This design comes from an exercise in tuning for a short achievable clock period and few clock cycles on the open sky130 flow, not from production work. The RTL was checked by simulation tests, not by an equivalence proof against the original design. Power figures rest on the tool's default switching activity, not on a simulated workload.

==> flow/flow/run.sh <==
#!/bin/bash
# Layout: the standard ORFS flow (standard synthesis unchanged), with
# port buffers that resizing may change to any drive strength, timing repair
# that aims for a shorter period than the clock's, and, after global routing,
# a slew and capacitance repair and antenna diodes placed with a margin
# (flow/antenna.tcl). ORFS's own logs stay under orfs/logs.
set -euo pipefail
here=$(pwd)
bash standard.sh MATCH_CELL_FOOTPRINT=0 \
  "BUFFER_PORTS_ARGS=-buffer_cell sky130_fd_sc_hd__buf_6" \
  SETUP_SLACK_MARGIN=7 \
  POST_GLOBAL_ROUTE_TCL=$here/flow/antenna.tcl \
  MAX_REPAIR_ANTENNAS_ITER_DRT=10 \
  finish > standard_flow.log 2>&1
==> flow/flow/antenna.tcl <==
# After global routing and its timing repair: fix the max slew and max
# capacitance that timing repair may have left (on the global routes, with
# a wide margin), then insert antenna diodes with a wide margin, so that
# detailed routing leaves no antenna violation to fix by routing again.
estimate_parasitics -global_routing
global_route -start_incremental
repair_design -slew_margin 40 -cap_margin 40
detailed_placement
global_route -end_incremental
estimate_parasitics -global_routing
repair_antennas -ratio_margin 50 -iterations 5
check_placement
==> flow/standard.sh <==
#!/bin/bash
# synth_recipe.tcl (not shown) runs the flow's synth.tcl, then flattens the netlist and writes it again
# the make line also repeats each setting of config.mk as NAME=value (left out here)
make -C /OpenROAD-flow-scripts/flow DESIGN_CONFIG=/design/flow/config.mk WORK_HOME=/design/flow/orfs CLKGATE_MAP_FILE= SYNTH_SCRIPT=/design/flow/synth_recipe.tcl "${@:-finish}"
==> flow/config.mk <==
export PLATFORM = sky130hd
export DESIGN_NAME = y86
export DESIGN_NICKNAME = y86
export VERILOG_FILES = /design/flow/design.v
export SDC_FILE = /design/flow/constraint.sdc
export NUM_CORES = 8
export LEC_CHECK = 0
export CAP_MARGIN = 20
export CORE_MARGIN = 2
export CORE_UTILIZATION = 30
export PLACE_DENSITY = 0.45
export SLEW_MARGIN = 20
export SYNTH_HIERARCHICAL = 1
==> flow/constraint.sdc <==
create_clock -name core_clock -period 12.0 [get_ports {clk}]
set_input_delay 2.4000 -clock core_clock [delete_from_list [all_inputs] [get_ports {clk}]]
set_output_delay 2.4000 -clock core_clock [all_outputs]
set_load 0.01 [all_outputs]
==> flow/design.v <==
`timescale 1ns / 1ps
module y86 (
    input             clk,
    input             rst,
    output            imem_req,
    output     [63:0] imem_addr,
    input             imem_ready,
    input      [79:0] imem_rdata,
    output            dmem_req,
    output            dmem_we,
    output     [63:0] dmem_addr,
    output     [63:0] dmem_wdata,
    input             dmem_ready,
    input      [63:0] dmem_rdata,
    output            halted,
    output     [1:0]  stat,
    output     [63:0] halt_pc,
    input      [3:0]  dbg_raddr,
    output     [63:0] dbg_rdata
);
    localparam STAT_HLT = 2'd1;
    localparam STAT_INS = 2'd2;
    reg [63:0] pc;           
    reg        halt_r;
    reg [1:0]  stat_r;
    reg [63:0] hpc_r;
    reg        zf, sf, of;
    reg [63:0] rf [0:15];
    reg        v1, v2;                   
    reg [1:0]  fun1, fun2;               
    reg        setcc1, setcc2;
    reg        wE1, wE2;
    reg [3:0]  dstE1, dstE2;
    reg [63:0] a1, b1, a2, b2;           
    reg        mv;                       
    reg        m_rd, m_wr, m_ret, m_wM;
    reg [3:0]  m_dstM;
    reg [63:0] m_b, m_off, m_d;          
    wire [63:0] alu1, alu2;
    wire        zf1, sf1, of1, zf2, sf2, of2;
    y86_alu alu_1 (.a(a1), .b(b1), .fun(fun1), .out(alu1), .zf(zf1), .sf(sf1), .of(of1));
    y86_alu alu_2 (.a(a2), .b(b2), .fun(fun2), .out(alu2), .zf(zf2), .sf(sf2), .of(of2));
    wire [63:0] addr;
    y86_add64 addr_add (.a(m_b), .b(m_off), .cin(1'b0), .s(addr));
    wire stall = mv & ~dmem_ready;
    assign dmem_req   = mv;
    assign dmem_we    = m_wr;
    assign dmem_addr  = addr;
    assign dmem_wdata = m_d;
    wire fE1 = v1 & wE1;
    wire fE2 = v2 & wE2;
    wire fM  = mv & m_wM;
    wire weE1 = fE1 & ~stall;
    wire weE2 = fE2 & ~stall;
    wire weM  = fM & ~stall;
    wire c_zf = (v2 & setcc2) ? zf2 : (v1 & setcc1) ? zf1 : zf;
    wire c_sf = (v2 & setcc2) ? sf2 : (v1 & setcc1) ? sf1 : sf;
    wire c_of = (v2 & setcc2) ? of2 : (v1 & setcc1) ? of1 : of;
    wire        redirect = mv & m_ret;
    wire [63:0] base = redirect ? dmem_rdata : pc;
    assign imem_req  = ~halt_r;
    assign imem_addr = base;
    wire fetch_ok = imem_ready & ~halt_r & ~stall;
    wire [3:0]  ic1, fn1, rA1, rB1, ic2, fn2, rA2, rB2;
    wire [63:0] valC1, valC2;
    wire [3:0]  len1, len2;
    wire [3:0]  lh1, lh2;      
    wire        stop1, stop2, valid1, valid2;
    y86_dec dec1 (.ins(imem_rdata), .icode(ic1), .ifun(fn1), .rA(rA1), .rB(rB1), .valC(valC1),
                  .len(len1), .lh(lh1), .valid(valid1), .stop(stop1));
    wire [79:0] ins2 = ({80{lh1[0]}} & {imem_rdata[71:0], 8'd0}) |
                       ({80{lh1[1]}} & {imem_rdata[63:0], 16'd0}) |
                       ({80{lh1[2]}} & {imem_rdata[7:0], 72'd0});
    y86_dec dec2 (.ins(ins2), .icode(ic2), .ifun(fn2), .rA(rA2), .rB(rB2), .valC(valC2),
                  .len(len2), .lh(lh2), .valid(valid2), .stop(stop2));
    wire rr1 = (ic1 == 4'h2), ir1 = (ic1 == 4'h3), rm1 = (ic1 == 4'h4), mr1 = (ic1 == 4'h5);
    wire op1 = (ic1 == 4'h6), jx1 = (ic1 == 4'h7), cl1 = (ic1 == 4'h8), rt1 = (ic1 == 4'h9);
    wire ps1 = (ic1 == 4'hA), pp1 = (ic1 == 4'hB);
    wire rr2 = (ic2 == 4'h2), ir2 = (ic2 == 4'h3), rm2 = (ic2 == 4'h4), mr2 = (ic2 == 4'h5);
    wire op2 = (ic2 == 4'h6), jx2 = (ic2 == 4'h7), cl2 = (ic2 == 4'h8), rt2 = (ic2 == 4'h9);
    wire ps2 = (ic2 == 4'hA), pp2 = (ic2 == 4'hB);
    wire stk1 = cl1 | rt1 | ps1 | pp1;
    wire stk2 = cl2 | rt2 | ps2 | pp2;
    wire mem1 = rm1 | mr1 | stk1;
    wire mem2 = rm2 | mr2 | stk2;
    wire cond1 = y86_cond(fn1, c_zf, c_sf, c_of);
    wire cond2 = y86_cond(fn2, c_zf, c_sf, c_of);
    function [3:0] lenh;
        input [3:0] c;
        reg nr, nv;
        begin
            nr = (c == 4'h2) | (c == 4'h3) | (c == 4'h4) | (c == 4'h5) |
                 (c == 4'h6) | (c == 4'hA) | (c == 4'hB);
            nv = (c == 4'h3) | (c == 4'h4) | (c == 4'h5) | (c == 4'h7) | (c == 4'h8);
            lenh = {nr & nv, ~nr & nv, nr & ~nv, ~nr & ~nv};
        end
    endfunction
    wire [3:0] lh2_at1 = lenh(imem_rdata[71:68]);     
    wire [3:0] lh2_at2 = lenh(imem_rdata[63:60]);     
    wire [3:0] lh2_at9 = lenh(imem_rdata[7:4]);       
    wire fit = (lh1[0] & ~lh2_at1[3]) | (lh1[1] & (lh2_at2[0] | lh2_at2[1])) | (lh1[2] & lh2_at9[0]);
    wire run  = ~halt_r & ~stall;
    wire any1 = run & fetch_ok;
    wire iss1 = any1 & ~stop1;
    wire       wEm1 = op1 | rr1 | ir1 | stk1;
    wire [3:0] dE1  = stk1 ? 4'h4 : rB1;
    wire       wM1  = mr1 | pp1;
    wire       wEm2 = op2 | rr2 | ir2 | stk2;
    wire [3:0] dE2  = stk2 ? 4'h4 : rB2;
    wire       wM2  = mr2 | pp2;
    wire       uA2  = op2 | rr2 | rm2 | ps2;
    wire       uB2  = op2 | rm2 | mr2;
    wire raw = (wEm1 & ((uA2 & dE1 == rA2) | (uB2 & dE1 == rB2) | (stk2 & dE1 == 4'h4))) |
               (wM1  & ((uA2 & rA1 == rA2) | (uB2 & rA1 == rB2) | (stk2 & rA1 == 4'h4)));
    wire waw = (wEm1 & wEm2 & dE1 == dE2) | (wEm1 & wM2 & dE1 == rA2) |
               (wM1 & wEm2 & rA1 == dE2) | (wM1 & wM2 & rA1 == rA2);
    wire ccd = op1 & (rr2 | jx2) & (fn2 != 4'h0);
    wire iss2n = iss1 & ~cl1 & ~rt1 & fit & ~stop2 & ~raw & ~waw & ~ccd &
                 ~(mem1 & mem2) & ~rm2 & ~ps2;
    wire jt1   = iss1 & jx1 & cond1;
    wire jt2   = iss2n & jx2 & cond2;
    wire iss2  = iss2n & ~jt1;
    wire [63:0] hi_inc;
    y86_add64 a_hi (.a({4'd0, base[63:4]}), .b(64'd0), .cin(1'b1), .s(hi_inc));
    wire [63:0] inc [1:11];
    genvar j;
    generate
        for (j = 1; j <= 11; j = j + 1) begin : incs
            wire [4:0] lo = {1'b0, base[3:0]} + j;
            assign inc[j] = {lo[4] ? hi_inc[59:0] : base[63:4], lo[3:0]};
        end
    endgenerate
    wire [63:0] pc_s1 = ({64{lh1[0]}} & inc[1]) | ({64{lh1[1]}} & inc[2]) |
                        ({64{lh1[2]}} & inc[9]) | ({64{lh1[3]}} & inc[10]);
    wire [63:0] pc_s2 = lh1[0] ? (({64{lh2_at1[0]}} & inc[2]) | ({64{lh2_at1[1]}} & inc[3]) |
                                  ({64{lh2_at1[2]}} & inc[10])) :
                        lh1[1] ? (({64{lh2_at2[0]}} & inc[3]) | ({64{lh2_at2[1]}} & inc[4])) :
                                 inc[10];
    wire [63:0] pc_n0 = (iss1 & cl1) ? valC1 : (iss2n & cl2) ? valC2 :
                        iss2n ? pc_s2 : iss1 ? pc_s1 : base;
    wire [63:0] ret1 = inc[9];
    wire [63:0] ret2 = inc[10];
    function [63:0] fwd;
        input [3:0]  r;
        input [63:0] v;
        begin
            fwd = (fM  && m_dstM == r) ? dmem_rdata :
                  (fE2 && dstE2 == r)  ? alu2 :
                  (fE1 && dstE1 == r)  ? alu1 : v;
        end
    endfunction
    wire [1023:0] rf_all;
    generate
        for (j = 0; j < 16; j = j + 1) begin : rfa
            assign rf_all[64 * j +: 64] = rf[j];
        end
    endgenerate
    wire [63:0] rfA1, rfB1, rfA2, rfB2;
    y86_rdmux rd_a1 (.regs(rf_all), .sel(rA1), .out(rfA1));
    y86_rdmux rd_b1 (.regs(rf_all), .sel(rB1), .out(rfB1));
    y86_rdmux rd_a2 (.regs(rf_all), .sel(rA2), .out(rfA2));
    y86_rdmux rd_b2 (.regs(rf_all), .sel(rB2), .out(rfB2));
    wire [63:0] rdA1 = fwd(rA1, rfA1);
    wire [63:0] rdB1 = fwd(rB1, rfB1);
    wire [63:0] rdA2 = fwd(rA2, rfA2);
    wire [63:0] rdB2 = fwd(rB2, rfB2);
    wire [63:0] rdSP = fwd(4'h4, rf[4]);
    wire [63:0] m8 = 64'hffff_ffff_ffff_fff8;
    wire [63:0] a1_n = (op1 | rr1) ? rdA1 : ir1 ? valC1 : (cl1 | ps1) ? m8 : 64'd8;
    wire [63:0] b1_n = (op1 | rm1 | mr1) ? rdB1 : stk1 ? rdSP : 64'd0;
    wire [63:0] a2_n = (op2 | rr2) ? rdA2 : ir2 ? valC2 : cl2 ? m8 : 64'd8;
    wire [63:0] b2_n = (op2 | mr2) ? rdB2 : stk2 ? rdSP : 64'd0;
    always @(posedge clk) begin
        if (rst) begin
            pc     <= 64'd0;
            halt_r <= 1'b0;
            stat_r <= 2'd0;
            v1     <= 1'b0;
            v2     <= 1'b0;
            mv     <= 1'b0;
            zf     <= 1'b1;
            sf     <= 1'b0;
            of     <= 1'b0;
        end else begin
            if (v2 & setcc2) begin
                zf <= zf2;
                sf <= sf2;
                of <= of2;
            end else if (v1 & setcc1) begin
                zf <= zf1;
                sf <= sf1;
                of <= of1;
            end
            if (!stall) begin
                v1 <= iss1;
                v2 <= iss2;
                mv <= (iss1 & mem1) | (iss2 & mem2);
                if (any1 & stop1) begin
                    halt_r <= 1'b1;
                    stat_r <= valid1 ? STAT_HLT : STAT_INS;
                    hpc_r  <= base;
                end
                pc <= jt1 ? valC1 : jt2 ? valC2 : pc_n0;
            end
        end
        if (!stall) begin
            fun1   <= op1 ? fn1[1:0] : 2'd0;
            setcc1 <= op1;
            wE1    <= op1 | (rr1 & cond1) | ir1 | stk1;
            dstE1  <= dE1;
            a1     <= a1_n;
            b1     <= b1_n;
            fun2   <= op2 ? fn2[1:0] : 2'd0;
            setcc2 <= op2;
            wE2    <= op2 | (rr2 & cond2) | ir2 | stk2;
            dstE2  <= dE2;
            a2     <= a2_n;
            b2     <= b2_n;
            if (mem1) begin
                m_rd   <= mr1 | rt1 | pp1;
                m_wr   <= rm1 | cl1 | ps1;
                m_ret  <= rt1;
                m_wM   <= wM1;
                m_dstM <= rA1;
                m_b    <= b1_n;
                m_off  <= (rm1 | mr1) ? valC1 : (cl1 | ps1) ? m8 : 64'd0;
                m_d    <= cl1 ? ret1 : rdA1;
            end else begin
                m_rd   <= mr2 | rt2 | pp2;
                m_wr   <= cl2;
                m_ret  <= rt2;
                m_wM   <= wM2;
                m_dstM <= rA2;
                m_b    <= b2_n;
                m_off  <= mr2 ? valC2 : cl2 ? m8 : 64'd0;
                m_d    <= ret2;
            end
        end
    end
    integer i;
    always @(posedge clk) begin
        if (rst) begin
            for (i = 0; i < 16; i = i + 1)
                rf[i] <= 64'd0;
        end else begin
            for (i = 0; i < 16; i = i + 1) begin
                if (weM && m_dstM == i[3:0])
                    rf[i] <= dmem_rdata;
                else if (weE2 && dstE2 == i[3:0])
                    rf[i] <= alu2;
                else if (weE1 && dstE1 == i[3:0])
                    rf[i] <= alu1;
            end
        end
    end
    y86_rdmux rd_dbg (.regs(rf_all), .sel(dbg_raddr), .out(dbg_rdata));
    assign halted  = halt_r;
    assign stat    = stat_r;
    assign halt_pc = hpc_r;
    function y86_cond;
        input [3:0] f;
        input       z, s, o;
        begin
            case (f)
                4'h0: y86_cond = 1'b1;
                4'h1: y86_cond = (s ^ o) | z;
                4'h2: y86_cond = s ^ o;
                4'h3: y86_cond = z;
                4'h4: y86_cond = ~z;
                4'h5: y86_cond = ~(s ^ o);
                4'h6: y86_cond = ~(s ^ o) & ~z;
                default: y86_cond = 1'b0;
            endcase
        end
    endfunction
endmodule
module y86_dec (
    input  [79:0] ins,
    output [3:0]  icode,
    output [3:0]  ifun,
    output [3:0]  rA,
    output [3:0]  rB,
    output [63:0] valC,
    output [3:0]  len,
    output [3:0]  lh,        
    output        valid,
    output        stop       
);
    assign icode = ins[79:76];
    assign ifun  = ins[75:72];
    assign rA    = ins[71:68];
    assign rB    = ins[67:64];
    wire needRegids = (icode == 4'h2) | (icode == 4'h3) | (icode == 4'h4) | (icode == 4'h5) |
                      (icode == 4'h6) | (icode == 4'hA) | (icode == 4'hB);
    wire needValC   = (icode == 4'h3) | (icode == 4'h4) | (icode == 4'h5) | (icode == 4'h7) |
                      (icode == 4'h8);
    assign valC = needRegids ? ins[63:0] : ins[71:8];
    assign lh   = {needRegids & needValC, ~needRegids & needValC,
                   needRegids & ~needValC, ~needRegids & ~needValC};
    assign len  = needRegids ? (needValC ? 4'd10 : 4'd2) : (needValC ? 4'd9 : 4'd1);
    wire ifun_ok = ((icode == 4'h2) | (icode == 4'h7)) ? (ifun <= 4'h6) :
                   (icode == 4'h6) ? (ifun <= 4'h3) : (ifun == 4'h0);
    assign valid = (icode <= 4'hB) & ifun_ok;
    assign stop  = ~valid | (icode == 4'h0);
endmodule
module y86_alu (
    input  [63:0] a,
    input  [63:0] b,
    input  [1:0]  fun,
    output [63:0] out,
    output        zf,
    output        sf,
    output        of
);
    wire        sub = (fun == 2'd1);
    wire [63:0] ax  = a ^ {64{sub}};
    wire [63:0] sum;
    y86_add64 add (.a(b), .b(ax), .cin(sub), .s(sum));
    wire [63:0] lg = fun[0] ? (b ^ a) : (b & a);
    assign out = fun[1] ? lg : sum;
    assign of  = ~fun[1] & (ax[63] == b[63]) & (sum[63] != b[63]);
    wire [63:0] zp = ax ^ b;
    wire [63:0] zk = {ax[62:0] | b[62:0], sub};
    assign zf = fun[1] ? (lg == 64'd0) : (zp == zk);
    assign sf = out[63];
endmodule
module y86_add64 (
    input  [63:0] a,
    input  [63:0] b,
    input         cin,
    output [63:0] s
);
    wire [63:0] p = a ^ b;
    wire [63:0] g0 = a & b;
    wire [63:0] G [0:6];
    wire [63:0] P [0:6];
    assign G[0] = {g0[63:1], g0[0] | (p[0] & cin)};
    assign P[0] = p;
    genvar k, i;
    generate
        for (k = 0; k < 6; k = k + 1) begin : lvl
            for (i = 0; i < 64; i = i + 1) begin : bitk
                if (i >= (1 << k)) begin : comb
                    assign G[k+1][i] = G[k][i] | (P[k][i] & G[k][i - (1 << k)]);
                    assign P[k+1][i] = P[k][i] & P[k][i - (1 << k)];
                end else begin : pass
                    assign G[k+1][i] = G[k][i];
                    assign P[k+1][i] = P[k][i];
                end
            end
        end
    endgenerate
    assign s = p ^ {G[6][62:0], cin};
endmodule
module y86_rdmux (
    input  [1023:0] regs,
    input  [3:0]    sel,
    output [63:0]   out
);
    assign out = regs[64 * sel +: 64];
endmodule
==> impl_metrics.py, run 1 <==
metrics = {
    "outcome": {
        "status": "no timing/DRC/antenna violations",
    },
    "logic_synthesis": {
        "syn_area_per_cell_um2": 8.58,
        "yosys_warnings": 9,
        "syn-cell-area_mm2": 0.166,
        "syn_inst": 19314,
    },
    "critical_path": {
        "crit_buf_inv": 4,
        "max_stage_delay_ns": 0.76,
        "worstSetupPathType": "register to output port",
        "cp_cell_sequence": "ha_1 -> o211ai_1 -> nor3_2 -> a211oi_2 -> buf_4 -> buf_12 -> a21oi_4 -> a21oi_4 -> o21ai_4 -> buf_6 -> a21oi_4 -> o41ai_2 -> xor2_1 -> buf_6",
        "cpMostUsedCell": "a21oi_4",
        "worst_ep_required_time_ns": 9.60,
        "end_kind": "output port",
        "cpLargestDelayFamily": "compound AO/OA/AOI/OAI gates",
        "crit_path_start_kind": "register",
        "crit_slowest_cell": "edfxtp_1",
        "rrSetupSlack_ns": 5.24,
        "cp_data_arrival_time_ns": 4.87,
        "critPathMaxFanout": 5,
    },
    "clocking": {
        "cts_tree": "built",
        "cts_max_path_buffers": 4,
        "cts_root_buffer": "clkbuf_16",
        "cts_max_level": 4,
        "clock-sinks": 1632,
        "post_cts_buffers": 1058,
        "post_cts_resized": 3259,
        "cts_hold_buf": 0,
        "cts_made_buffers": 220,
        "clkLatencyLatePin_ns": 1.10,
        "clkSlewWorstSetupHoldPaths_ns": 0.06,
    },
    "timing": {
        "fmax_ghz": 0.137,
        "period_share_pct": 60.6,
        "finalMaxSlewViolations": 0,
        "final-hold-violation-count": 0,
        "fin_crit_ns": 7.27,
        "setup_tns_ns": 0,
        "finalSetupViolCount": 0,
        "worst_slew_pin_slew_ns": 1.19,
        "slew_headroom_pct": 20.8,
        "fin_worst_skew_ns": 0.106,
    },
    "power_and_ir_drop": {
        "pwr_density_cell_mw_per_mm2": 96.9,
        "p_sw_uw": 9320,
        "vdd_drop_max_mv": 0.134,
        "p_leak_uw": 0.0870,
        "p_int_uw": 13100,
        "swShare_pct": 41.6,
        "pwr-share-clk_pct": 32.8,
        "pwr-share-comb_pct": 39.7,
        "power_frac_seq_pct": 27.4,
    },
    "global_route": {
        "grt_max_degree": 170,
        "grt_use_total_pct": 45.8,
        "overflow": 0,
        "antenna_found_initial": 155,
        "grt_pass1_wl_um": 1730000,
        "grt_pass1_vias": 176700,
    },
    "die": {
        "dieWidth_um": 747,
        "die_area_mm2": 0.558,
        "ioPinCount": 478,
        "core-area_mm2": 0.549,
        "initial_core_util_pct": 30.2,
        "chipHeight_um": 747,
        "rows": 272,
    },
    "detailed_routing": {
        "routed.top_layer": "met5",
        "drt_iter0_drc": 44448,
        "wl_um": 1370000,
        "wl_per_cell_um": 48.8,
        "drc": 0,
        "routed-wl-met2_um": 504000,
        "via_per_inst": 7.30,
        "vias": 205138,
        "wl_met3_um": 251000,
        "ant_nets": 0,
        "dr.pass1.iters": 13,
        "wl_met1_um": 455000,
    },
    "finish": {
        "layout-drive-gt1-share_pct": 35.7,
        "fin_area_mm2": 0.231,
        "finalCoreUtilization_pct": 42.0,
        "final_cell_mix": "nor2_1 (3017), a21oi_1 (1740), mux4_2 (1280), mux2i_1 (1140), dfxtp_1 (1096)",
        "final_common_cell": "nor2_1",
        "stdcell_count": 28109,
        "area_delta_synth_final_pct": 39.4,
        "final_nets": 20927,
    },
    "placed_design": {
        "hpwl_um": 745000,
        "gp_congestion": 1.03,
        "dpl.cell_count": 25344,
        "dpl-instance-area_mm2": 0.178,
        "portBuffers": 477,
    },
    "worst_hold_path": {
        "holdCritPathClass": "register to register",
    },
    "flow_run": {
        "maxCapViolCount": 0,
    },
}
[path summary, 6_finish.rpt]
path                                             from                   to  cells after the start
worst min register to register     pc[7]$_SDFFE_PP0N_   pc[7]$_SDFFE_PP0N_                      2
worst max-delay path                 m_b[5]$_DFFE_PN_        dmem_addr[60]                     14
worst min-delay path               pc[7]$_SDFFE_PP0N_   pc[7]$_SDFFE_PP0N_                      2
worst max register to register  fun2[0]$_SDFFCE_PN0N_  pc[56]$_SDFFE_PP0N_                     34
[sequential cells by signal (all words and copies together), names as in the netlist, 2 cells and up]
register and cells:
a1 64, a2 64, b1 64, b2 64
dstE1 4, dstE2 4, fun1 2, fun2 2
hpc_r 64, m_b 64, m_d 64, m_dstM 4
m_off 64, pc 64, rf 1024, stat_r 2
[routing by layer]
layer,vias up,track usage (%)
met5,-,8.73
met4,240,38.9
met3,6699,28.6
met2,21304,59.0
met1,101237,51.4
li1,75658,-
[worst register-to-register path: cells and delay by family (launching register included)]
family / cells / cell delay [ns]
AOI/OAI and AO/OA: 12 / 2.31
buffers and inverters: 12 / 1.85
and+or+nand+nor: 7 / 1.62
DFF: 1 / 0.40
xor gates and xnor gates: 2 / 0.36
adders and majority gates: 1 / 0.17
[power by group through the flow]
stage,registers (µW),clock network [µW],logic [µW]
after detailed placement,6240,0,5700
after CTS,6140,7240,7630
final,6140,7350,8900
after global placement,6250,0,5690
after floorplan,6070,0,3110
[metrics by stage]
| stage | hold slack [ns] | worst slack [ns] | total power [µW] |
|---|---|---|---|
| floorplan | 0.425 | 5.71 | 9180 |
| global placement | 0.437 | 2.76 | 11900 |
| detailed placement | 0.439 | 2.81 | 11900 |
| CTS | 0.450 | 4.86 | 21000 |
| finish | 0.449 | 4.73 | 22400 |
[final cells by class]
type | instances | area, µm²
timing repair buffer | 2923 | 39400
fill | 53678 | 318000
sequential | 1632 | 38000
multi-input combinational | 15068 | 134000
clock inverter | 110 | 1190
antenna | 392 | 981
tap | 7261 | 9080
clock buffer | 304 | 6250
inverter | 419 | 1760
Testbench counts, summed over its fixed seeds: cycles 21,951.
==> run 2, diff against run 1 <==
--- a/flow/design.v
+++ b/flow/design.v
@@ -203,39 +203,67 @@
                 pc <= jt1 ? valC1 : jt2 ? valC2 : pc_n0;
             end
         end
-        if (!stall) begin
+    end
+    always @(posedge clk) begin
+        if (rst) begin
+            fun1   <= 2'd0;
+            setcc1 <= 1'b0;
+            wE1    <= 1'b0;
+            dstE1  <= 4'd0;
+            fun2   <= 2'd0;
+            setcc2 <= 1'b0;
+            wE2    <= 1'b0;
+            dstE2  <= 4'd0;
+            m_rd   <= 1'b0;
+            m_wr   <= 1'b0;
+            m_ret  <= 1'b0;
+            m_wM   <= 1'b0;
+            m_dstM <= 4'd0;
+        end else if (!stall) begin
             fun1   <= op1 ? fn1[1:0] : 2'd0;
             setcc1 <= op1;
             wE1    <= op1 | (rr1 & cond1) | ir1 | stk1;
             dstE1  <= dE1;
-            a1     <= a1_n;
-            b1     <= b1_n;
             fun2   <= op2 ? fn2[1:0] : 2'd0;
             setcc2 <= op2;
             wE2    <= op2 | (rr2 & cond2) | ir2 | stk2;
             dstE2  <= dE2;
-            a2     <= a2_n;
-            b2     <= b2_n;
             if (mem1) begin
                 m_rd   <= mr1 | rt1 | pp1;
                 m_wr   <= rm1 | cl1 | ps1;
                 m_ret  <= rt1;
                 m_wM   <= wM1;
                 m_dstM <= rA1;
-                m_b    <= b1_n;
-                m_off  <= (rm1 | mr1) ? valC1 : (cl1 | ps1) ? m8 : 64'd0;
-                m_d    <= cl1 ? ret1 : rdA1;
             end else begin
                 m_rd   <= mr2 | rt2 | pp2;
                 m_wr   <= cl2;
                 m_ret  <= rt2;
                 m_wM   <= wM2;
                 m_dstM <= rA2;
-                m_b    <= b2_n;
-                m_off  <= mr2 ? valC2 : cl2 ? m8 : 64'd0;
-                m_d    <= ret2;
             end
         end
+        if (!stall)
+            m_d <= mem1 ? (cl1 ? ret1 : rdA1) : ret2;
+    end
+    wire [63:0] m_b_n   = mem1 ? b1_n : b2_n;
+    wire [63:0] m_off_n = mem1 ? ((rm1 | mr1) ? valC1 : (cl1 | ps1) ? m8 : 64'd0) :
+                                 (mr2 ? valC2 : cl2 ? m8 : 64'd0);
+    always @(posedge clk) begin
+        if (rst) begin
+            a1    <= 64'd0;
+            b1    <= 64'd0;
+            a2    <= 64'd0;
+            b2    <= 64'd0;
+            m_b   <= 64'd0;
+            m_off <= 64'd0;
+        end else if (!stall) begin
+            a1    <= a1_n;
+            b1    <= b1_n;
+            a2    <= a2_n;
+            b2    <= b2_n;
+            m_b   <= m_b_n;
+            m_off <= m_off_n;
+        end
     end
     integer i;
     always @(posedge clk) begin
==> impl_metrics.py, run 2 <==
metrics = {
    "die": {
        "die_area_mm2": 0.553,
        "initial_core_util_pct": 30.1,
        "dieWidth_um": 744,
        "chipHeight_um": 744,
        "rows": 271,
        "ioPinCount": 478,
        "core-area_mm2": 0.545,
    },
    "critical_path": {
        "critPathMaxFanout": 8,
        "worstSetupPathType": "primary input to output port",
        "rr_endpoint": "pc[12]$_SDFFE_PP0N_",
        "cpLargestDelayFamily": "buffers and inverters",
        "r2r_start": "fun1[1]$_SDFFE_PP0N_",
        "r2r_cells": 27,
        "cp_data_arrival_time_ns": 4.52,
        "rrSetupSlack_ns": 5.49,
        "crit_buf_inv": 5,
        "crit_slowest_cell": "mux4_2",
        "endpoint": "dbg_rdata[11]",
        "path_depth": 8,
        "crit_path_start_kind": "primary input",
        "cpMostUsedCell": "clkbuf_16",
        "end_kind": "output port",
        "max_stage_delay_ns": 0.52,
        "cp_cell_sequence": "buf_16 -> buf_12 -> clkbuf_16 -> clkbuf_16 -> mux4_2 -> a22oi_2 -> nand2_4 -> buf_6",
        "worst_ep_required_time_ns": 9.60,
        "crit_path_start": "dbg_raddr[0]",
    },
    "logic_synthesis": {
        "syn-cell-area_mm2": 0.164,
        "syn_inst": 19778,
        "yosys_warnings": 9,
        "syn_area_per_cell_um2": 8.30,
    },
    "power_and_ir_drop": {
        "power_frac_seq_pct": 28.7,
        "p_int_uw": 12000,
        "p_leak_uw": 0.0923,
        "swShare_pct": 39.4,
        "pwr-share-comb_pct": 34.0,
        "pwr-share-clk_pct": 37.2,
        "p_sw_uw": 7830,
        "pwr_density_cell_mw_per_mm2": 84.8,
        "vdd_drop_max_mv": 0.121,
    },
    "global_route": {
        "antenna_found_initial": 129,
        "grt_pass1_wl_um": 1720000,
        "grt_pass1_vias": 176354,
        "grt_max_degree": 174,
        "grt_use_total_pct": 45.8,
        "overflow": 0,
    },
    "detailed_routing": {
        "drc": 0,
        "vias": 205890,
        "ant_nets": 0,
        "via_per_inst": 7.23,
        "wl_per_cell_um": 48.5,
        "drt_iter0_drc": 43230,
        "dr.pass1.iters": 14,
        "wl_um": 1380000,
    },
    "finish": {
        "fill_cells": 52829,
        "layout-drive-gt1-share_pct": 37.9,
        "final_common_cell": "nor2_1",
        "finalCoreUtilization_pct": 43.0,
        "top_register": "rf",
        "final_cell_mix": "nor2_1 (2422), a21oi_1 (1600), dfxtp_1 (1450), nand2_1 (1384), mux2i_1 (1328)",
        "largest_reg_flops": 1024,
        "stdcell_count": 28480,
        "final_nets": 21434,
        "area_delta_synth_final_pct": 42.7,
    },
    "clocking": {
        "cts_max_level": 4,
        "clkSlewWorstSetupHoldPaths_ns": 0.06,
        "cts_tree": "built",
        "cts_root_buffer": "clkbuf_16",
        "post_cts_resized": 3575,
        "clock-sinks": 1632,
        "clkLatencyLatePin_ns": 1.11,
        "cts_hold_buf": 0,
        "post_cts_buffers": 1005,
        "cts_max_path_buffers": 4,
        "cts_made_buffers": 222,
    },
    "timing": {
        "final-hold-violation-count": 0,
        "finalMaxSlewViolations": 0,
        "fin_crit_ns": 6.92,
        "fmax_ghz": 0.144,
        "worst_slew_pin_slew_ns": 1.16,
        "period_share_pct": 57.7,
        "fin_worst_skew_ns": 0.149,
        "setup_tns_ns": 0,
        "finalSetupViolCount": 0,
        "slew_headroom_pct": 22.7,
    },
    "placed_design": {
        "dpl.cell_count": 25742,
        "portBuffers": 477,
        "hpwl_um": 772000,
        "gp_congestion": 1.06,
    },
    "worst_hold_path": {
        "holdCritPathClass": "register to register",
    },
    "outcome": {
        "status": "no timing/DRC/antenna violations",
    },
    "flow_run": {
        "maxCapViolCount": 0,
    },
}
## run 2: worst min path at each step
stage	from	end	depth (start not counted)
after detailed placement	setcc2$_SDFFE_PP0N_	setcc2$_SDFFE_PP0N_	2
after CTS	setcc2$_SDFFE_PP0N_	setcc2$_SDFFE_PP0N_	2
after global placement	setcc2$_SDFFE_PP0N_	setcc2$_SDFFE_PP0N_	2
after floorplan	fun1[0]$_SDFFE_PP0N_	fun1[0]$_SDFFE_PP0N_	2
final	m_b[45]$_SDFFE_PP0N_	m_b[45]$_SDFFE_PP0N_	2
## run 2: routing by layer
metal	up-vias	global-route usage, %	wire length, µm	share of wire (%)
li1	77007	-	-	-
met1	101679	53.8	472000	34
met2	20822	59.2	501000	36
met3	6150	27.1	253000	18
met4	232	35.4	147000	11
met5	-	6.99	6660	0.48
## run 2: worst register-to-register path: stages, from the launching register on
cell	delay, ns
dfxtp_4	0.38
nand2b_4	0.16
buf_12	0.11
clkinv_8	0.05
buf_12	0.15
clkbuf_16	0.20
buf_4	0.20
xnor2_1	0.28
ha_1	0.31
xor2_1	0.51
nand4_1	0.20
nor4_1	0.52
o2111ai_1	0.32
o41ai_4	0.61
nand3_1	0.24
a31oi_1	0.37
a211oi_1	0.15
a31o_4	0.23
nor3_4	0.20
buf_6	0.14
buf_6	0.09
nor2_4	0.04
nand3_2	0.08
nor4_4	0.05
buf_4	0.18
buf_4	0.20
buf_6	0.17
a221o_1	0.31
## run 2: through the flow
stage	hold WS [ns]	total power, µW	area (µm²)	worst slack, ns
floorplan	0.429	8030	166000	5.66
global placement	0.461	10000	177000	3.27
detailed placement	0.465	10000	177000	3.27
CTS	0.476	18500	215000	5.20
finish	0.486	19900	234000	5.08
## run 2: layout make-up
type	count	area [µm²]	share of cell area, %
Antenna cell	288	721	0.308
Timing Repair Buffer	2994	40900	17.5
Sequential cell	1632	34100	14.5
Multi-Input combinational cell	15485	140000	59.8
Clock inverter	98	1070	0.455
Tap cell	7234	9050	3.86
Inverter	436	1910	0.815
Clock buffer	313	6460	2.76
## run 2: power groups by stage
stage | Sequential, µW | Clock [µW] | Combinational, µW
6_report | 5710 | 7390 | 6760
4_1_cts | 5700 | 7280 | 5550
3_5_place_dp | 5810 | 0 | 4190
3_3_place_gp | 5810 | 0 | 4190
2_1_floorplan | 5760 | 0 | 2270
Testbench counts of run 2, summed over its fixed seeds: cycles 21,951.
==> run 3, diff against run 2 <==
--- a/flow/design.v
+++ b/flow/design.v
@@ -385,5 +385,32 @@
     input  [3:0]    sel,
     output [63:0]   out
 );
-    assign out = regs[64 * sel +: 64];
+    wire [15:0] oh;
+    y86_dec16 dec (.sel(sel), .oh(oh));
+    y86_ohmux mux (.regs(regs), .oh(oh), .out(out));
+endmodule
+module y86_dec16 (
+    input  [3:0]  sel,
+    output [15:0] oh
+);
+    genvar i;
+    generate
+        for (i = 0; i < 16; i = i + 1) begin : d
+            assign oh[i] = (sel == i);
+        end
+    endgenerate
+endmodule
+module y86_ohmux (
+    input  [1023:0] regs,
+    input  [15:0]   oh,
+    output [63:0]   out
+);
+    reg [63:0] o;
+    integer i;
+    always @(*) begin
+        o = 64'd0;
+        for (i = 0; i < 16; i = i + 1)
+            o = o | ({64{oh[i]}} & regs[64 * i +: 64]);
+    end
+    assign out = o;
 endmodule
==> impl_metrics.py, run 3 <==
metrics = {
    "global_route": {
        "grt_max_degree": 179,
        "grt_use_total_pct": 58.3,
        "overflow": 2,
    },
    "die": {
        "ioPinCount": 478,
        "chipHeight_um": 727,
        "rows": 265,
        "initial_core_util_pct": 30.1,
        "dieWidth_um": 727,
    },
    "logic_synthesis": {
        "syn_inst": 20638,
        "syn-cell-area_mm2": 0.157,
        "yosys_warnings": 10,
        "syn_area_per_cell_um2": 7.60,
    },
    "clocking": {
        "cts_max_path_buffers": 4,
        "clock-sinks": 1632,
        "cts_root_buffer": "clkbuf_16",
        "cts_max_level": 4,
        "cts_made_buffers": 226,
    },
    "outcome": {
        "error": "[ERROR GRT-0232] Routing congestion too high. Check the congestion heatmap in the GUI.",
        "status": "aborted with a tool error",
        "stop_stage": "5_1_grt",
    },
    "placed_design": {
        "portBuffers": 477,
        "dp_slack_ns": 3.41,
        "gp_congestion": 1.06,
        "hpwl_um": 927000,
        "dpl-instance-area_mm2": 0.170,
    },
}
==> run 3: metal layers <==
metal  global-route usage (%)  GRT overflow
met5                     24.3             0
met4                     54.0             0
met3                     39.9             0
met2                     72.9             1
met1                     62.2             1
==> run 3: worst min path at each step <==
stage / slack, ns / cells past startpoint / startpoint / to
2_1_floorplan: 0.43 / 2 / fun1[1]$_SDFFE_PP0N_ / fun1[1]$_SDFFE_PP0N_
3_3_place_gp: 0.46 / 2 / setcc2$_SDFFE_PP0N_ / setcc2$_SDFFE_PP0N_
3_5_place_dp: 0.47 / 2 / setcc2$_SDFFE_PP0N_ / setcc2$_SDFFE_PP0N_
4_1_cts: 0.47 / 2 / m_b[7]$_SDFFE_PP0N_ / m_b[7]$_SDFFE_PP0N_
==> run 3: timing repair <==
item                                    4_1_cts
cloned                                      335
pin swaps                                  1191
hold buffers                                  0
buffers inserted                           1235
hold endpoints to repair                      0
endpoints found under the setup margin     1615
gates resized for setup                    3937
==> run 3: per-stage QoR <==
step	instances	total power [µW]	hold WS, ns
2_1_floorplan	20707	7700	0.429
3_3_place_gp	26287	9920	0.459
3_5_place_dp	26289	9910	0.467
4_1_cts	28274	19000	0.473
==> run 3: power groups by stage <==
| stage | Clock [µW] | Combinational, µW | Sequential (µW) |
|---|---|---|---|
| floorplan | 0 | 1940 | 5760 |
| global placement | 0 | 4090 | 5840 |
| detailed placement | 0 | 4080 | 5840 |
| CTS | 7570 | 5730 | 5720 |
Testbench counts of run 3, summed over its fixed seeds: cycles 21,951.
==> run 4, diff against run 3 <==
--- a/flow/design.v
+++ b/flow/design.v
@@ -116,7 +116,7 @@
                (wM1 & wEm2 & rA1 == dE2) | (wM1 & wM2 & rA1 == rA2);
     wire ccd = op1 & (rr2 | jx2) & (fn2 != 4'h0);
     wire iss2n = iss1 & ~cl1 & ~rt1 & fit & ~stop2 & ~raw & ~waw & ~ccd &
-                 ~(mem1 & mem2) & ~rm2 & ~ps2;
+                 ~(mem1 & mem2);
     wire jt1   = iss1 & jx1 & cond1;
     wire jt2   = iss2n & jx2 & cond2;
     wire iss2  = iss2n & ~jt1;
@@ -168,8 +168,8 @@
     wire [63:0] m8 = 64'hffff_ffff_ffff_fff8;
     wire [63:0] a1_n = (op1 | rr1) ? rdA1 : ir1 ? valC1 : (cl1 | ps1) ? m8 : 64'd8;
     wire [63:0] b1_n = (op1 | rm1 | mr1) ? rdB1 : stk1 ? rdSP : 64'd0;
-    wire [63:0] a2_n = (op2 | rr2) ? rdA2 : ir2 ? valC2 : cl2 ? m8 : 64'd8;
-    wire [63:0] b2_n = (op2 | mr2) ? rdB2 : stk2 ? rdSP : 64'd0;
+    wire [63:0] a2_n = (op2 | rr2) ? rdA2 : ir2 ? valC2 : (cl2 | ps2) ? m8 : 64'd8;
+    wire [63:0] b2_n = (op2 | rm2 | mr2) ? rdB2 : stk2 ? rdSP : 64'd0;
     always @(posedge clk) begin
         if (rst) begin
             pc     <= 64'd0;
@@ -236,18 +236,18 @@
                 m_dstM <= rA1;
             end else begin
                 m_rd   <= mr2 | rt2 | pp2;
-                m_wr   <= cl2;
+                m_wr   <= rm2 | cl2 | ps2;
                 m_ret  <= rt2;
                 m_wM   <= wM2;
                 m_dstM <= rA2;
             end
         end
         if (!stall)
-            m_d <= mem1 ? (cl1 ? ret1 : rdA1) : ret2;
+            m_d <= mem1 ? (cl1 ? ret1 : rdA1) : (cl2 ? ret2 : rdA2);
     end
     wire [63:0] m_b_n   = mem1 ? b1_n : b2_n;
     wire [63:0] m_off_n = mem1 ? ((rm1 | mr1) ? valC1 : (cl1 | ps1) ? m8 : 64'd0) :
-                                 (mr2 ? valC2 : cl2 ? m8 : 64'd0);
+                                 ((rm2 | mr2) ? valC2 : (cl2 | ps2) ? m8 : 64'd0);
     always @(posedge clk) begin
         if (rst) begin
             a1    <= 64'd0;
@@ -385,32 +385,5 @@
     input  [3:0]    sel,
     output [63:0]   out
 );
-    wire [15:0] oh;
-    y86_dec16 dec (.sel(sel), .oh(oh));
-    y86_ohmux mux (.regs(regs), .oh(oh), .out(out));
-endmodule
-module y86_dec16 (
-    input  [3:0]  sel,
-    output [15:0] oh
-);
-    genvar i;
-    generate
-        for (i = 0; i < 16; i = i + 1) begin : d
-            assign oh[i] = (sel == i);
-        end
-    endgenerate
-endmodule
-module y86_ohmux (
-    input  [1023:0] regs,
-    input  [15:0]   oh,
-    output [63:0]   out
-);
-    reg [63:0] o;
-    integer i;
-    always @(*) begin
-        o = 64'd0;
-        for (i = 0; i < 16; i = i + 1)
-            o = o | ({64{oh[i]}} & regs[64 * i +: 64]);
-    end
-    assign out = o;
+    assign out = regs[64 * sel +: 64];
 endmodule
==> impl_metrics.py, run 4 <==
metrics = {
    "detailed_routing": {
        "vias": 213904,
        "drc": 0,
        "dr.pass1.iters": 17,
        "wl_um": 1410000,
        "wl_per_cell_um": 47.9,
        "wl_met1_um": 472000,
        "wl_met3_um": 254000,
        "via_per_inst": 7.29,
        "routed.top_layer": "met5",
        "ant_nets": 0,
        "routed-wl-met2_um": 517000,
        "drt_iter0_drc": 43682,
    },
    "power_and_ir_drop": {
        "p_leak_uw": 0.0901,
        "power_uw": 21100,
        "pwr_density_cell_mw_per_mm2": 88.2,
        "vdd_drop_max_mv": 0.144,
    },
    "critical_path": {
        "end_kind": "output port",
        "rrSetupSlack_ns": 5.31,
        "worstSetupPathType": "register to output port",
        "r2r_cells": 35,
        "r2r_start": "fun1[1]$_SDFFE_PP0N_",
        "critPathMaxFanout": 4,
        "worst_ep_required_time_ns": 9.60,
        "cp_data_arrival_time_ns": 4.55,
        "rr_endpoint": "pc[53]$_SDFFE_PP0N_",
        "crit_path_start_kind": "register",
    },
    "timing": {
        "finalMaxSlewViolations": 0,
        "fin_worst_skew_ns": 0.153,
        "whs_ns": 0.472,
        "setup_tns_ns": 0,
        "fin_crit_ns": 6.95,
        "period_share_pct": 57.9,
        "finalSetupViolCount": 0,
        "fmax_ghz": 0.144,
        "final-hold-violation-count": 0,
        "slew_headroom_pct": 20.4,
        "worst_slew_pin_slew_ns": 1.19,
    },
    "finish": {
        "stdcell_count": 29333,
        "top_register": "rf",
        "final_cell_mix": "nor2_1 (2682), a21oi_1 (1905), dfxtp_1 (1461), mux4_2 (1280), nand2_1 (1163)",
        "largest_reg_flops": 1024,
        "final_common_cell": "nor2_1",
        "area_delta_synth_final_pct": 42.4,
        "layout-drive-gt1-share_pct": 37.7,
        "final_nets": 22103,
    },
    "clocking": {
        "cts_max_path_buffers": 4,
        "post_cts_buffers": 1104,
        "cts_tree": "built",
        "cts_made_buffers": 229,
        "cts_hold_buf": 0,
        "cts_root_buffer": "clkbuf_16",
        "clock-sinks": 1632,
        "clkSlewWorstSetupHoldPaths_ns": 0.06,
        "post_cts_resized": 3575,
        "clkLatencyLatePin_ns": 1.12,
        "cts_max_level": 4,
    },
    "global_route": {
        "grt_pass1_wl_um": 1750000,
        "overflow": 0,
        "antenna_found_initial": 110,
        "grt_max_degree": 186,
        "grt_use_total_pct": 45.3,
        "grt_pass1_vias": 181988,
    },
    "logic_synthesis": {
        "yosys_warnings": 9,
        "syn-cell-area_mm2": 0.168,
        "syn_inst": 20411,
        "syn_area_per_cell_um2": 8.23,
    },
    "die": {
        "initial_core_util_pct": 30.1,
        "chipHeight_um": 752,
        "rows": 274,
        "dieWidth_um": 752,
        "core-area_mm2": 0.557,
        "die_area_mm2": 0.566,
        "ioPinCount": 478,
    },
    "placed_design": {
        "gp_congestion": 1.05,
        "portBuffers": 477,
        "dpl.cell_count": 26436,
        "hpwl_um": 773000,
    },
    "worst_hold_path": {
        "min_path_cells": 2,
        "min_from": "wE1$_SDFFE_PP0N_",
        "min_to": "wE1$_SDFFE_PP0N_",
        "holdCritPathClass": "register to register",
    },
    "outcome": {
        "status": "no timing/DRC/antenna violations",
    },
    "flow_run": {
        "maxCapViolCount": 0,
    },
}
-- run 4: worst max path at each step --
| stage | startpoint | end | slack, ns | depth (start not counted) |
|---|---|---|---|---|
| 6_report | m_off[0]$_SDFFE_PP0N_ | dmem_addr[56] | 5.05 | 13 |
| 4_1_cts | m_b[0]$_SDFFE_PP0N_ | dmem_addr[62] | 5.08 | 14 |
| 3_5_place_dp | fun1[1]$_SDFFE_PP0N_ | pc[2]$_SDFFE_PP0N_ | 2.80 | 27 |
| 3_3_place_gp | fun1[1]$_SDFFE_PP0N_ | pc[2]$_SDFFE_PP0N_ | 2.84 | 27 |
| 2_1_floorplan | imem_rdata[76] | pc[37]$_SDFFE_PP0N_ | 5.66 | 27 |
-- run 4: where the power goes --
| part | internal (µW) | switching, µW | total (µW) |
|---|---|---|---|
| sequential | 5610 | 208 | 5820 |
| clock | 4060 | 3300 | 7360 |
| combinational | 2810 | 5110 | 7920 |
-- run 4: metal layers --
metal	GRT usage [%]	vias to the layer above
met4	35.9	230
met1	51.9	105502
met2	60.0	21690
li1	-	79557
met3	26.8	6925
met5	4.37	-
-- run 4: area by class of cell --
| type | count | area [µm²] |
|---|---|---|
| Inverter | 428 | 1930 |
| Timing Repair inverter | 3 | 42.5 |
| Multi-Input combinational cell | 16003 | 144000 |
| Fill cell | 53966 | 318000 |
| Timing Repair Buffer | 3143 | 42000 |
| Clock buffer | 347 | 6860 |
| Antenna cell | 267 | 668 |
| Tap cell | 7452 | 9320 |
| Clock inverter | 58 | 587 |
| Sequential cell | 1632 | 34100 |
-- run 4: per-stage QoR --
| step | utilization (%) | setup slack (ns) | cell area (µm²) |
|---|---|---|---|
| after floorplan | - | 5.66 | 170000 |
| after global placement | 32.3 | 2.84 | 180000 |
| after detailed placement | 32.3 | 2.80 | 180000 |
| after CTS | 39.5 | 5.08 | 220000 |
| final | 42.9 | 5.05 | 239000 |
-- run 4: worst max-delay path, stage by stage (launching register included) --
cell      delay [ns]
dfxtp_4         0.39
fa_2            0.46
fa_2            0.43
a211oi_4        0.30
o21ai_4         0.11
a211oi_2        0.29
buf_4           0.17
a21oi_4         0.06
a21oi_4         0.22
o21ai_4         0.14
o21ai_4         0.29
nor2_2          0.08
nor4_4          0.39
buf_6           0.18
Testbench counts of run 4, summed over its fixed seeds: cycles 21,692.
==> run 5, diff against run 4 <==
--- a/flow/flow/run.sh
+++ b/flow/flow/run.sh
@@ -8,7 +8,7 @@
 here=$(pwd)
 bash standard.sh MATCH_CELL_FOOTPRINT=0 \
   "BUFFER_PORTS_ARGS=-buffer_cell sky130_fd_sc_hd__buf_6" \
-  SETUP_SLACK_MARGIN=7 \
+  SETUP_SLACK_MARGIN=9 \
   POST_GLOBAL_ROUTE_TCL=$here/flow/antenna.tcl \
   MAX_REPAIR_ANTENNAS_ITER_DRT=10 \
   finish > standard_flow.log 2>&1
==> impl_metrics.py, run 5 <==
metrics = {
    "logic_synthesis": {
        "yosys_warnings": 9,
        "syn-cell-area_mm2": 0.168,
        "syn_area_per_cell_um2": 8.23,
        "syn_inst": 20411,
    },
    "global_route": {
        "grt_use_total_pct": 55.4,
        "grt_max_degree": 175,
        "overflow": 1,
    },
    "clocking": {
        "clock-sinks": 1632,
        "cts_hold_buf": 0,
        "cts_max_path_buffers": 4,
        "cts_root_buffer": "clkbuf_16",
        "cts_made_buffers": 224,
        "cts_max_level": 4,
    },
    "die": {
        "rows": 274,
        "dieWidth_um": 752,
        "ioPinCount": 478,
        "chipHeight_um": 752,
        "initial_core_util_pct": 30.1,
    },
    "placed_design": {
        "dpl-instance-area_mm2": 0.182,
        "dp_slack_ns": 3.20,
        "gp_congestion": 1.01,
        "hpwl_um": 783000,
        "portBuffers": 477,
        "dpl.cell_count": 26442,
    },
    "outcome": {
        "error": "[ERROR GRT-0232] Routing congestion too high. Check the congestion heatmap in the GUI.",
        "stop_stage": "5_1_grt",
        "status": "aborted with a tool error",
    },
}
[run 5: timing repair]
item / 4_1_cts
buffers inserted: 1795
setup endpoints to repair: 2009
gates cloned: 702
resized for setup: 5417
pin swaps: 1126
[run 5: stage by stage]
stage / hold slack [ns] / power [µW] / utilization (%)
2_1_floorplan: 0.432 / 8740 / -
3_3_place_gp: 0.443 / 10900 / 32.6
3_5_place_dp: 0.449 / 10900 / 32.6
4_1_cts: 0.463 / 20500 / 43.6
[run 5: how the worst max path moves through the flow]
stage / endpoint / slack, ns / startpoint / cells after the start
floorplan: pc[37]$_SDFFE_PP0N_ / 5.66 / imem_rdata[76] / 27
global placement: pc[40]$_SDFFE_PP0N_ / 3.15 / imem_rdata[78] / 19
detailed placement: pc[57]$_SDFFE_PP0N_ / 3.20 / imem_rdata[78] / 17
CTS: dmem_addr[56] / 5.10 / m_b[0]$_SDFFE_PP0N_ / 14
[run 5: layer usage]
| metal | overflow | global-route usage [%] |
|---|---|---|
| met5 | 0 | 29.4 |
| met4 | 0 | 52.9 |
| met3 | 0 | 43.0 |
| met2 | 1 | 67.5 |
| met1 | 0 | 56.3 |
[run 5: power by group through the flow]
stage                     registers (µW)  clock network, µW  logic, µW
after detailed placement            5920                  0       5010
after CTS                           5810               7300       7400
after global placement              5930                  0       5000
after floorplan                     5820                  0       2920
==> run 6, diff against run 5 <==
--- a/flow/flow/run.sh
+++ b/flow/flow/run.sh
@@ -8,7 +8,7 @@
 here=$(pwd)
 bash standard.sh MATCH_CELL_FOOTPRINT=0 \
   "BUFFER_PORTS_ARGS=-buffer_cell sky130_fd_sc_hd__buf_6" \
-  SETUP_SLACK_MARGIN=9 \
+  SETUP_SLACK_MARGIN=7 \
   POST_GLOBAL_ROUTE_TCL=$here/flow/antenna.tcl \
   MAX_REPAIR_ANTENNAS_ITER_DRT=10 \
   finish > standard_flow.log 2>&1
--- a/flow/config.mk
+++ b/flow/config.mk
@@ -7,7 +7,7 @@
 export LEC_CHECK = 0
 export CAP_MARGIN = 20
 export CORE_MARGIN = 2
-export CORE_UTILIZATION = 30
-export PLACE_DENSITY = 0.45
+export CORE_UTILIZATION = 34
+export PLACE_DENSITY = 0.5
 export SLEW_MARGIN = 20
 export SYNTH_HIERARCHICAL = 1
==> impl_metrics.py, run 6 <==
metrics = {
    "outcome": {
        "status": "no timing/DRC/antenna violations",
    },
    "clocking": {
        "post_cts_buffers": 1133,
        "cts_root_buffer": "clkbuf_16",
        "clkLatencyLatePin_ns": 1.11,
        "cts_tree": "built",
        "cts_hold_buf": 0,
        "clock-sinks": 1632,
        "cts_made_buffers": 222,
        "post_cts_resized": 3512,
        "cts_max_level": 4,
        "cts_max_path_buffers": 4,
        "clkSlewWorstSetupHoldPaths_ns": 0.06,
    },
    "critical_path": {
        "max_stage_delay_ns": 0.45,
        "crit_path_start": "m_b[34]$_SDFFE_PP0N_",
        "worstSetupPathType": "register to output port",
        "rr_endpoint": "m_b[52]$_SDFFE_PP0N_",
        "crit_slowest_cell": "ha_1",
        "worst_ep_required_time_ns": 9.60,
        "path_depth": 12,
        "cpLargestDelayFamily": "compound AO/OA/AOI/OAI gates",
        "crit_path_start_kind": "register",
        "r2r_start": "fun1[1]$_SDFFE_PP0N_",
        "cp_data_arrival_time_ns": 4.56,
        "endpoint": "dmem_addr[57]",
        "critPathMaxFanout": 8,
        "rrSetupSlack_ns": 5.24,
        "crit_buf_inv": 2,
        "cpMostUsedCell": "a21o_1",
        "cp_cell_sequence": "ha_1 -> a21o_1 -> a21o_1 -> a21o_1 -> o21bai_1 -> a21oi_1 -> o21ai_0 -> o211ai_1 -> buf_4 -> a21oi_1 -> nor3b_2 -> buf_6",
        "end_kind": "output port",
        "r2r_cells": 36,
    },
    "finish": {
        "largest_reg_flops": 1024,
        "area.sequential_mm2": 0.0340,
        "final_common_cell": "nor2_1",
        "top_register": "rf",
        "multi_input_area_mm2": 0.143,
        "area_delta_synth_final_pct": 41.0,
        "layout-drive-gt1-share_pct": 37.5,
        "final_cell_mix": "nor2_1 (2702), a21oi_1 (1911), dfxtp_1 (1472), mux4_2 (1280), mux2i_1 (1187)",
        "final_nets": 22041,
        "fill_cells": 46041,
    },
    "global_route": {
        "antenna_found_initial": 118,
        "grt_max_degree": 167,
        "overflow": 0,
        "grt_pass1_wl_um": 1720000,
        "grt_use_total_pct": 50.2,
        "grt_pass1_vias": 183874,
    },
    "timing": {
        "setup_tns_ns": 0,
        "fmax_ghz": 0.144,
        "finalSetupViolCount": 0,
        "fin_ws_ns": 5.04,
        "worst_slew_pin_slew_ns": 1.17,
        "period_share_pct": 58.0,
        "slew_headroom_pct": 21.9,
        "final-hold-violation-count": 0,
        "finalMaxSlewViolations": 0,
        "fin_crit_ns": 6.96,
        "fin_worst_skew_ns": 0.150,
    },
    "detailed_routing": {
        "wl_um": 1360000,
        "dr.pass1.iters": 23,
        "via_per_inst": 7.57,
        "vias": 214818,
        "drt_iter0_drc": 44925,
        "drc": 0,
        "ant_nets": 0,
        "wl_per_cell_um": 48.0,
    },
    "die": {
        "initial_core_util_pct": 34.1,
        "chipHeight_um": 707,
        "core-area_mm2": 0.493,
        "rows": 258,
        "ioPinCount": 478,
        "die_area_mm2": 0.500,
        "dieWidth_um": 707,
    },
    "power_and_ir_drop": {
        "pwr_density_cell_mw_per_mm2": 89.7,
        "power_uw": 21200,
        "vdd_drop_max_mv": 0.128,
        "p_leak_uw": 0.0898,
    },
    "placed_design": {
        "portBuffers": 477,
        "hpwl_um": 756000,
        "dp_slack_ns": 3.18,
        "gp_congestion": 1.05,
    },
    "logic_synthesis": {
        "syn_area_per_cell_um2": 8.23,
        "syn_inst": 20411,
        "yosys_warnings": 9,
        "syn-cell-area_mm2": 0.168,
    },
    "worst_hold_path": {
        "holdCritPathClass": "register to register",
    },
    "flow_run": {
        "maxCapViolCount": 0,
    },
}
run 6: metal layers:
metal / up-vias / wire length, µm / global-route usage (%) / part of all wire [%]
li1: 79489 / - / - / -
met1: 104519 / 439000 / 55.2 / 32
met2: 22820 / 494000 / 65.2 / 36
met3: 7695 / 258000 / 32.6 / 19
met4: 295 / 162000 / 42.4 / 12
met5: - / 9260 / 9.55 / 0.68
run 6: report_power, final:
group	internal, µW	switching (µW)	total, µW
logic	2830	5120	7950
clock network	4130	3310	7440
registers	5610	229	5840
total	12600	8660	21200
run 6: how the worst min path moves through the flow:
stage	slack [ns]	cells after the start	endpoint	from
finish	0.47	2	wE1$_SDFFE_PP0N_	wE1$_SDFFE_PP0N_
CTS	0.47	2	wE1$_SDFFE_PP0N_	wE1$_SDFFE_PP0N_
detailed placement	0.46	2	wE1$_SDFFE_PP0N_	wE1$_SDFFE_PP0N_
global placement	0.44	2	wE1$_SDFFE_PP0N_	wE1$_SDFFE_PP0N_
floorplan	0.43	2	wE1$_SDFFE_PP0N_	wE1$_SDFFE_PP0N_
run 6: worst register-to-register path: cells and delay by family, from the launching register on:
family / cells / cell delay [ns]
AO/OA/AOI/OAI: 14 / 2.95
XOR/XNOR: 2 / 0.33
adder cells (fa/ha/maj): 2 / 0.81
buffers and inverters: 15 / 1.92
flip-flops: 1 / 0.35
multiplexers: 1 / 0.07
AND/OR/NAND/NOR: 2 / 0.28
run 6: cell type report:
| class | instances | share of cell area, % |
|---|---|---|
| inverter | 428 | 0.799 |
| multi-input combinational | 15980 | 60.4 |
| sequential | 1632 | 14.4 |
| clock inverter | 80 | 0.410 |
| clock buffer | 326 | 2.78 |
| antenna | 322 | 0.340 |
| timing repair inverter | 2 | 0.0164 |
| tap | 6500 | 3.44 |
| timing repair buffer | 3112 | 17.5 |
run 6: stage by stage:
| step | util [%] | cell area (µm²) | std cells | hold slack, ns |
|---|---|---|---|---|
| global placement | 36.2 | 179000 | 25485 | 0.441 |
| floorplan | - | 170000 | 20480 | 0.432 |
| finish | 48.0 | 237000 | 28382 | 0.473 |
| detailed placement | 36.3 | 179000 | 25486 | 0.464 |
| CTS | 44.4 | 219000 | 27354 | 0.472 |

[separate check: timing with driven ports]
In the flow no input, the clock included, has a driving cell. The finished layouts below were timed again as built, in two steps. Step 1 sets driving cells, clkbuf_16 on the clock port and buf_2 on the other inputs (assumed; they add their load-dependent delay and slew). Step 2 moves the port delays by t, midway between the first and last clock arrival at a register: inputs arrive t later, outputs are due t later. That takes back most of the time a late clock gives input paths. Three values: ideal ports, drivers, drivers and shift; two values: the first two.
run	shift t [ns]	setup slack, ns	worst setup path at the end	worst register clock-pin slew, ns	worst data-port slew with drivers (ns)
run 1	1.189	4.726 / 4.544 / 4.267	input to register	0.08 / 0.08	0.97
run 2	1.181	5.078 / 4.859 / 4.577	input to register	0.08 / 0.08	0.94
run 4	1.186	5.054 / 4.660 / 4.323	input to register	0.08 / 0.08	0.82
run 6	1.167	5.045 / 4.546 / 4.543	input to register	0.07 / 0.07	0.84
After both steps setup and hold are still met in every run listed. The setup slack of run 4, which loses most, moves by -0.394 ns with the drivers and by -0.731 ns with both steps.
